This design comes from an exercise in tuning for small area and a short achievable clock period on the open sky130 flow, not from production work.

## run A
Design GCC, start of the top module:
module GCC(READY_, Xc, Yc, Xi, Yi, Wi, RESET_, CLK);
input CLK, RESET_;
input [7:0] Xi, Yi;
input [3:0] Wi;
output READY_;
output [7:0] Xc, Yc;
reg READY_, delay;
reg [7:0] Xc, Yc;
reg [7:0] x0, x1, x2, x3, x4, x5;
reg [7:0] y0, y1, y2, y3, y4, y5;
reg [3:0] w0, w1, w2, w3, w4, w5;
reg [2:0] num;
reg full;
reg [6:0] S;
reg [14:0] NX, NY;
reg [8:0] S3;        
wire [8:0] S3n;
wire [7:0] cx, cy;       
wire [5:0] e;            
wire [6:0] Sn;           
wire [14:0] NXn, NYn;    
wire [5:0] fe;
assign fe[0] = num == 3'd0;
assign fe[1] = num == 3'd1;
assign fe[2] = num == 3'd2;
assign fe[3] = num == 3'd3;
assign fe[4] = num == 3'd4;
assign fe[5] = num == 3'd5;
wire n0 = S[0] | S[1];
wire n1 = n0 | S[2];
wire n2 = n1 | S[3];
wire n3 = n2 | S[4];
wire n4 = n3 | S[5];
wire n5 = n4 | S[6];
wire n6 = NX[6] & ~S[0];
wire n7 = NX[7] & ~S[1];
wire n8 = NX[8] & ~S[2];
wire n9 = NX[9] & ~S[3];
wire n10 = NX[10] & ~S[4];
wire n11 = NX[11] & ~S[5];
wire n12 = NX[12] & ~S[6];
wire n13 = NX[6] ^ ~S[0];
wire n14 = NX[7] ^ ~S[1];
wire n15 = NX[8] ^ ~S[2];
wire n16 = NX[9] ^ ~S[3];
wire n17 = NX[10] ^ ~S[4];
wire n18 = NX[11] ^ ~S[5];
wire n19 = NX[12] ^ ~S[6];
wire n20 = n6 | n13;
wire n21 = n14 & n20;
wire n22 = n7 | n21;
wire n23 = n14 & n13;
wire n24 = n16 & n8;
wire n25 = n9 | n24;
wire n26 = n16 & n15;
wire n27 = n18 & n10;
wire n28 = n11 | n27;
wire n29 = n18 & n17;
wire n30 = ~NX[13] & n12;
wire n31 = NX[13] | n30;
wire n32 = ~NX[13] & n19;
wire n33 = n15 & n22;
wire n34 = n8 | n33;
wire n35 = n15 & n23;
wire n36 = n26 & n22;
wire n37 = n25 | n36;
wire n38 = n26 & n23;
  ...
==> flow/config.mk <==
export PLATFORM = sky130hd
export DESIGN_NAME = GCC
export DESIGN_NICKNAME = GCC
export VERILOG_FILES = /design/flow/design.v
export SDC_FILE = /design/flow/constraint.sdc
export NUM_CORES = 4
export LEC_CHECK = 0
export ABC_AREA = 1
export CAP_MARGIN = 20
export CORE_MARGIN = 2
export CORE_UTILIZATION = 40
export PLACE_DENSITY = 0.6
export SLEW_MARGIN = 20
export SYNTH_HIERARCHICAL = 1
==> flow/constraint.sdc <==
create_clock -name core_clock -period 52.0 [get_ports {CLK}]
set_input_delay 10.4000 -clock core_clock [delete_from_list [all_inputs] [get_ports {CLK}]]
set_output_delay 10.4000 -clock core_clock [all_outputs]
set_load 0.01 [all_outputs]
run.sh (not shown) runs the stock make flow with config.mk's settings and CLKGATE_MAP_FILE= SYNTH_SCRIPT=/design/flow/synth_recipe.tcl, a recipe that flattens the netlist after the stock synthesis.
Having completed the whole flow, run A delivered a layout that passed the timing, DRC and antenna checks.
[inputs] run B vs run A
- CORE_UTILIZATION: 40 -> 60
- PLACE_DENSITY: 0.6 -> 0.75
Cell area is higher on run A
Compared with run A, maximum frequency in run B decreased slightly.
Run B vs run A, filler cell count in the final layout went down by 4180.
Going from run A to run B, worst path buffer plus inverter count grows by 5.
NOTE via density per instance run A->run B increased by a little under 10%
Sort run A and run B by share of the cycle needed by the critical path after routing, ascending, and run A comes first.
Edits applied to the flow inputs when going from run B to run C:
- PLACE_DENSITY: 0.75 -> 0.6
- CORE_UTILIZATION: 60 -> 40
- SLEW_MARGIN: 20 -> 70
Findings:
- Number of antenna violations at the first check in global routing: run C < run B
- Sort run B and run C by final cell count without fillers, descending, and run C comes first.
- Critical path depth, run B and run C, lower one = run B.
- Per the comparison of run C with run B, met2 wire length climbed about 13%, worst hold slack rose 0.013 ns, logic depth of the worst register-to-register path rose by 1, fraction of layout cells with a size suffix above 1 rose 2.9 points.
- Final critical-path share of the clock period delta for run C relative to run B: 2.8 points lower
- Looking at launching element of the worst setup path, the S[6] result is from run C; the S[5] one comes from run B.
- Shortest clock period the worst path allows after layout (run C over run B): decrease, 1.48 ns
- Against run B as the reference, run C delivers a lower fraction of area in registers.
The following lists how run D was set up differently from run C:
- changing CAP_MARGIN from 20 to 60
- changing SLEW_MARGIN from 70 to 50
Notes after the runs:
Summary of run D over run C: via count of the first global-routing pass now smaller; total routed wirelength comparable. Taking run C as the reference, in run D worst setup slack lost 0.15 ns, share of final layout cell area taken by non-clock buffers now sits higher. When the final numbers for run D and run C were put side by side, the post-route minimum period turned out to be greater in run D.
No functional check of the RTL was part of any run of this note.

==> port drivers added, routing unchanged <==
The flow's constraints put no driver on any port. The routed layouts listed below were extracted and timed again, unchanged, in two steps. Step 1, drivers: a clkbuf_16 drives CLK and a buf_2 each remaining input, both assumed. Step 2 also shifts input and output timing later by t, the mid clock arrival at the registers, as if the neighbouring blocks saw the same clock. a / b / c = ideal ports / drivers / drivers and shift; a / b = the first two.
run	shift t [ns]	slack for setup (ns)	worst setup path at the end	latest minus earliest clock arrival (ns)
run A	0.504	29.756 / 29.756 / 29.756	register to register	0.023 / 0.023
run B	0.518	29.625 / 29.625 / 29.625	register to register	0.024 / 0.024
run C	0.508	31.106 / 31.106 / 31.106	register to register	0.023 / 0.024
run D	0.510	30.957 / 30.957 / 30.957	register to register	0.020 / 0.019
After both steps setup and hold are still met in every run listed.
